This design comes from an exercise in tuning for small area and a short achievable clock period on the open sky130 flow, not from production work.
In this exercise RTL edits were held to simulation tests only and were not proved equivalent to the original.
No activity file was given, so power comes from the tool's default toggle rates.

## EX
module EX (
    input clk,
    input rst_n,
    input en,
    input stage_ID_EX__EX_regwrite,
    input stage_ID_EX__EX_memtoreg,
    input stage_ID_EX__EX_memread,
    input stage_ID_EX__EX_memwrite,
    input stage_ID_EX__EX_alusrc,
    input [1:0] stage_ID_EX__EX_aluop,
    input stage_ID_EX__EX_regdst,
    input stage_ID_EX__EX_sys_en,
    input [31:0]stage_ID_EX__EX_rs_data,
    input [31:0]stage_ID_EX__EX_rt_data,
    input [4:0]stage_ID_EX__EX_rs_id,
    input [4:0]stage_ID_EX__EX_rt_id,
    input [4:0]stage_ID_EX__EX_rd_id,
    input [31:0]stage_ID_EX__EX_sign_ext,
    input [2:0]stage_ID_EX__EX_funct3,
    input sys__EX_done,
    output reg stage_EX_MEM__MEM_regwrite,
    output reg stage_EX_MEM__MEM_memtoreg,
    output reg stage_EX_MEM__MEM_memread,
    output reg stage_EX_MEM__MEM_memwrite,
    output reg [31:0] stage_EX_MEM__MEM_alures,
    output reg [31:0] stage_EX_MEM__MEM_store_data,
    output reg [4:0]  stage_EX_MEM__MEM_rd_id,
    output EX__HDUbr_regwrite,
    output EX__HDU_memread,
    output [4:0] EX__HDU_HDUbr_rd_id,
    output EX_stall_for_sys,
    input  FU__EX_rs_wb,
    input  FU__EX_rs_mem,
    input  FU__EX_rt_wb,
    input  FU__EX_rt_mem,
    input [31:0]  WB__EX_for_help,
    input [31:0]  MEM__EX_for_help
);
wire [31:0] rs = FU__EX_rs_mem ? MEM__EX_for_help :
                 (FU__EX_rs_wb ? WB__EX_for_help : stage_ID_EX__EX_rs_data);
wire [31:0] rt = FU__EX_rt_mem ? MEM__EX_for_help :
                 (FU__EX_rt_wb ? WB__EX_for_help : stage_ID_EX__EX_rt_data);
wire [31:0] b  = stage_ID_EX__EX_alusrc ? stage_ID_EX__EX_sign_ext : rt;
  ...
Size in the first run: about 74 flip-flops, roughly 280 I/O pins.
clock: 5.2 ns
lec_check: 0
cap_margin: 20
core_margin: 2
core_utilization: 40
slew_margin: 20
run.sh (not shown) runs the stock make flow with config.mk's settings and CLKGATE_MAP_FILE= SYNTH_SCRIPT=/design/flow/synth_recipe.tcl, a recipe that flattens the netlist after the stock synthesis.
The first run produced a clean layout.
Rerun with:
==> flow/flow/run.sh (new file) <==
#!/bin/bash
# Standard layout, but buffer the ports with the smallest buffer cell.
set -o pipefail
bash standard.sh BUFFER_PORTS_ARGS="-buffer_cell sky130_fd_sc_hd__buf_1" finish > flow_standard.log 2>&1
==> flow/standard.sh (new file) <==
#!/bin/bash
# synth_recipe.tcl (not shown) runs the flow's synth.tcl, then flattens the netlist and writes it again
# the make line also repeats each setting of config.mk as NAME=value (left out here)
make -C /OpenROAD-flow-scripts/flow DESIGN_CONFIG=/design/flow/config.mk WORK_HOME=/design/flow/orfs CLKGATE_MAP_FILE= SYNTH_SCRIPT=/design/flow/synth_recipe.tcl "${@:-finish}"
ABC_AREA = 1   (was unset)
SETUP_SLACK_MARGIN = 0.6   (was unset)
removed: flow/run.sh
Result: The changed run finished with timing, DRC and antenna clean. Utilization came out lower by 8.2 points. Cell count came out higher by 14%. Count of clock-buffer cells in the layout does not change. Hold slack degrades by 0.024 ns. Non-clock buffer count came out lower by 27. Routed wire length came out lower by 1.6%. Power came out lower by 10%. Setup slack improves by 0.37 ns. Cell area came out lower by 19%. Maximum frequency came out higher by 8.6%.
Rerun with:
==> flow/flow/run.sh (replaced) <==
#!/bin/bash
# Standard layout with three changes: ports buffered with the smallest buffer,
# CTS without dummy loads, and power recovery (downsizing off-critical gates).
set -o pipefail
bash standard.sh \
  BUFFER_PORTS_ARGS="-buffer_cell sky130_fd_sc_hd__buf_1" \
  CTS_ARGS="-sink_clustering_enable -repair_clock_nets -dont_use_dummy_load" \
  RECOVER_POWER=100 \
  finish > flow_standard.log 2>&1
CAP_MARGIN = 0   (was 20)
SETUP_SLACK_MARGIN = unset   (was 0.6)
SLEW_MARGIN = 0   (was 20)
=>
- The changed run finished but failed the layout checks on max-capacitance violations, max-slew violations
- global-route usage barely changes
- wire length fell slightly
- synthesized cell count stays the same
- maximum frequency shrinks by a few percent


EX, a different RTL version from the one above (not shown whole).
Size in the first run: ~1,800 cells after synthesis, roughly 74 flip-flops, ~280 I/O pins, roughly 13,000 um2 of cells after synthesis.
export LEC_CHECK = 0
export CAP_MARGIN = 20
export CORE_MARGIN = 2
export CORE_UTILIZATION = 40
export GPL_TIMING_DRIVEN = 0
export SLEW_MARGIN = 20
create_clock -name core_clock -period 5.2 [get_ports {clk}]
standard.sh (not shown) runs the stock make flow with config.mk's settings and CLKGATE_MAP_FILE= SYNTH_SCRIPT=/design/flow/synth_recipe.tcl, a recipe that flattens the netlist after the stock synthesis.
==> flow/flow/run.sh <==
#!/bin/bash
# Standard layout, but buffer the ports with the smallest buffer cell.
set -o pipefail
bash standard.sh BUFFER_PORTS_ARGS="-buffer_cell sky130_fd_sc_hd__buf_1" finish > flow_standard.log 2>&1
The baseline ran to the end with violations: setup timing.
Rerun with:
==> flow/run.sh (new file) <==
#!/bin/bash
# synth_recipe.tcl (not shown) runs the flow's synth.tcl, then flattens the netlist and writes it again
# the make line also repeats each setting of config.mk as NAME=value (left out here)
make -C /OpenROAD-flow-scripts/flow DESIGN_CONFIG=/design/flow/config.mk WORK_HOME=/design/flow/orfs CLKGATE_MAP_FILE= SYNTH_SCRIPT=/design/flow/synth_recipe.tcl finish
Settings changed: GPL_TIMING_DRIVEN 0 to not set.
removed: flow/flow/run.sh
removed: flow/standard.sh
The new run went through all stages and came out clean.
Design area went up by about 16%.
Hold slack is better by 0.0033 ns.
Cell count rises by about 5%.
Rerun with:
Settings changed: GPL_TIMING_DRIVEN set to 0.
The new run finished with setup timing left; synthesized cell count stays the same; global-route usage grows by 5.8 points; setup slack loses 0.68 ns; design area shrinks by 3.4%; area after synthesis does not change.


Setup of lane 1:
EX, a different RTL version from the one above (not shown whole).
Size in the first run: ~1300 cells after synthesis, roughly 74 flip-flops, ~280 I/O pins, roughly 8000 µm² of cells after synthesis.
Settings: LEC_CHECK=0, ABC_AREA=1, CAP_MARGIN=20, CORE_MARGIN=2, CORE_UTILIZATION=40, SETUP_SLACK_MARGIN=1.5, SLEW_MARGIN=20; clock period 5.2 ns.
==> flow/flow/run.sh <==
#!/bin/bash
# Standard layout with three changes: synthesis maps the logic with its own ABC
# script (flow/synth.tcl, flow/map.abc), ports are buffered with the smallest
# buffer, and CTS adds no dummy loads.
set -o pipefail
export EX_ABC_SCRIPT=$PWD/flow/map.abc
bash standard.sh \
  SYNTH_SCRIPT=$PWD/flow/synth.tcl \
  BUFFER_PORTS_ARGS="-buffer_cell sky130_fd_sc_hd__buf_1" \
  CTS_ARGS="-sink_clustering_enable -repair_clock_nets -dont_use_dummy_load" \
  finish > flow_standard.log 2>&1
==> flow/flow/map.abc <==
strash
dch
map -D 2500
topo
stime -c
buffer -c
upsize -c
dnsize -c
==> flow/flow/synth.tcl <==
proc synth {args} { yosys synth -nofsm -noshare {*}$args }
proc abc {args} {
  set i [lsearch -exact $args -script]
  if {$i >= 0} { lset args [expr {$i + 1}] $::env(EX_ABC_SCRIPT) }
  yosys abc {*}$args
}
source $::env(SCRIPTS_DIR)/synth.tcl
# left out here: clear keep_hierarchy, flatten, clean up, hide names made inside functions, write 1_2_yosys.v
Lane 1 | status: complete | timing, DRC, antenna: pass
### lane 1 -> lane 2
==> flow/flow/run.sh <==
#!/bin/bash
# Standard layout, but buffer the ports with the smallest buffer cell.
set -o pipefail
bash standard.sh BUFFER_PORTS_ARGS="-buffer_cell sky130_fd_sc_hd__buf_1" finish > flow_standard.log 2>&1
--- a/flow/config.mk
+++ b/flow/config.mk
@@ -10,4 +10,4 @@
 export CORE_MARGIN = 2
 export CORE_UTILIZATION = 40
-export SETUP_SLACK_MARGIN = 1.5
+export SETUP_SLACK_MARGIN = 2.5
 export SLEW_MARGIN = 20
removed: flow/flow/map.abc
removed: flow/flow/synth.tcl
[summary]
The peak per-stage delay on the critical path of lane 2 exceeds that of lane 1 by 0.04 ns. Lane 1 → lane 2: final critical path time including I/O delays and setup down 0.57 ns, worst slew slack as a fraction of its limit down 1.6 points, clock skew flat, die extent in x up 4.5 µm.
diff inputs: lane 2 => lane 3
--- a/flow/config.mk
+++ b/flow/config.mk
@@ -10,4 +10,4 @@
 export CORE_MARGIN = 2
 export CORE_UTILIZATION = 40
-export SETUP_SLACK_MARGIN = 2.5
+export SETUP_SLACK_MARGIN = 1.5
 export SLEW_MARGIN = 20
Notes after the runs:
Measured against each other, lane 2 and lane 3 differ in power after layout, the lower figure coming from lane 3. Lane 2 has lower count of filler cells inserted in the layout than lane 3. The final reports for lane 3 and lane 2 show post-route clock period utilization higher in the former. The run with more routed wire is lane 2, not lane 3.
Relative to lane 3, the following input files were edited for lane 4:
--- a/flow/config.mk
+++ b/flow/config.mk
@@ -10,4 +10,3 @@
 export CORE_MARGIN = 2
 export CORE_UTILIZATION = 40
-export SETUP_SLACK_MARGIN = 1.5
 export SLEW_MARGIN = 20
Notes after the runs:
Compared to lane 3, lane 4 has final worst slack 0.52 ns lower.
Lane 4 ends up with a area fraction of clock buffers and clock inverters that is 0.19 points higher than in lane 3.
Non-clock buffer count: lane 4 lower than lane 3
| fraction of standard cell area in multi-input logic | lane 4 vs lane 3 | 1.4 points higher |
Lane 4: first-pass GRT wire length lower than lane 3
Taking lane 3 as the reference, in lane 4 worst hold margin fell 0.0069 ns; final core utilization fell by 3.1 points.

what the ideal ports hide:
In the flow no input, the clock included, has a driving cell. The finished layouts below were timed again as built, in two steps.
Step 1 assumes that a clkbuf_16 drives the clock port and a buf_2 every other input.
Step 2 times the ports against the registers' clock, not the clock port: input delays grow and output delays shrink by t, the midpoint of the rising clock arrivals with the driver on.
Slacks: no drivers / after step 1 / after step 2; pairs: no drivers / after step 1.
| run | t (ns) | setup WS [ns] | latest minus earliest clock arrival (ns) |
|---|---|---|---|
| the first run of note 1 | 0.390 | 0.491 / 0.511 / 0.121 | 0.009 / 0.008 |
| the second run of note 1 | 0.390 | 0.863 / 0.863 / 0.473 | 0.012 / 0.012 |
| the third run of note 1 | 0.386 | 0.673 / 0.674 / 0.288 | 0.015 / 0.015 |
| the first run of note 2 | 0.423 | -0.009 / -0.017 / -0.440 | 0.015 / 0.014 |
| the second run of note 2 | 0.435 | 0.180 / 0.208 / -0.227 | 0.016 / 0.016 |
| the third run of note 2 | 0.443 | -0.500 / -0.517 / -0.960 | 0.018 / 0.018 |
| lane 1 | 0.393 | 1.078 / 1.079 / 0.687 | 0.021 / 0.021 |
| lane 2 | 0.402 | 1.651 / 1.649 / 1.247 | 0.013 / 0.012 |
| lane 3 | 0.407 | 1.473 / 1.475 / 1.068 | 0.017 / 0.018 |
| lane 4 | 0.400 | 0.951 / 0.975 / 0.574 | 0.016 / 0.017 |
With both steps, setup timing fails in the second run of note 2, where it was met with ideal ports. For the third run of note 2, which loses most, drivers alone change the setup slack by -0.017 ns; drivers and shift together by -0.460 ns.
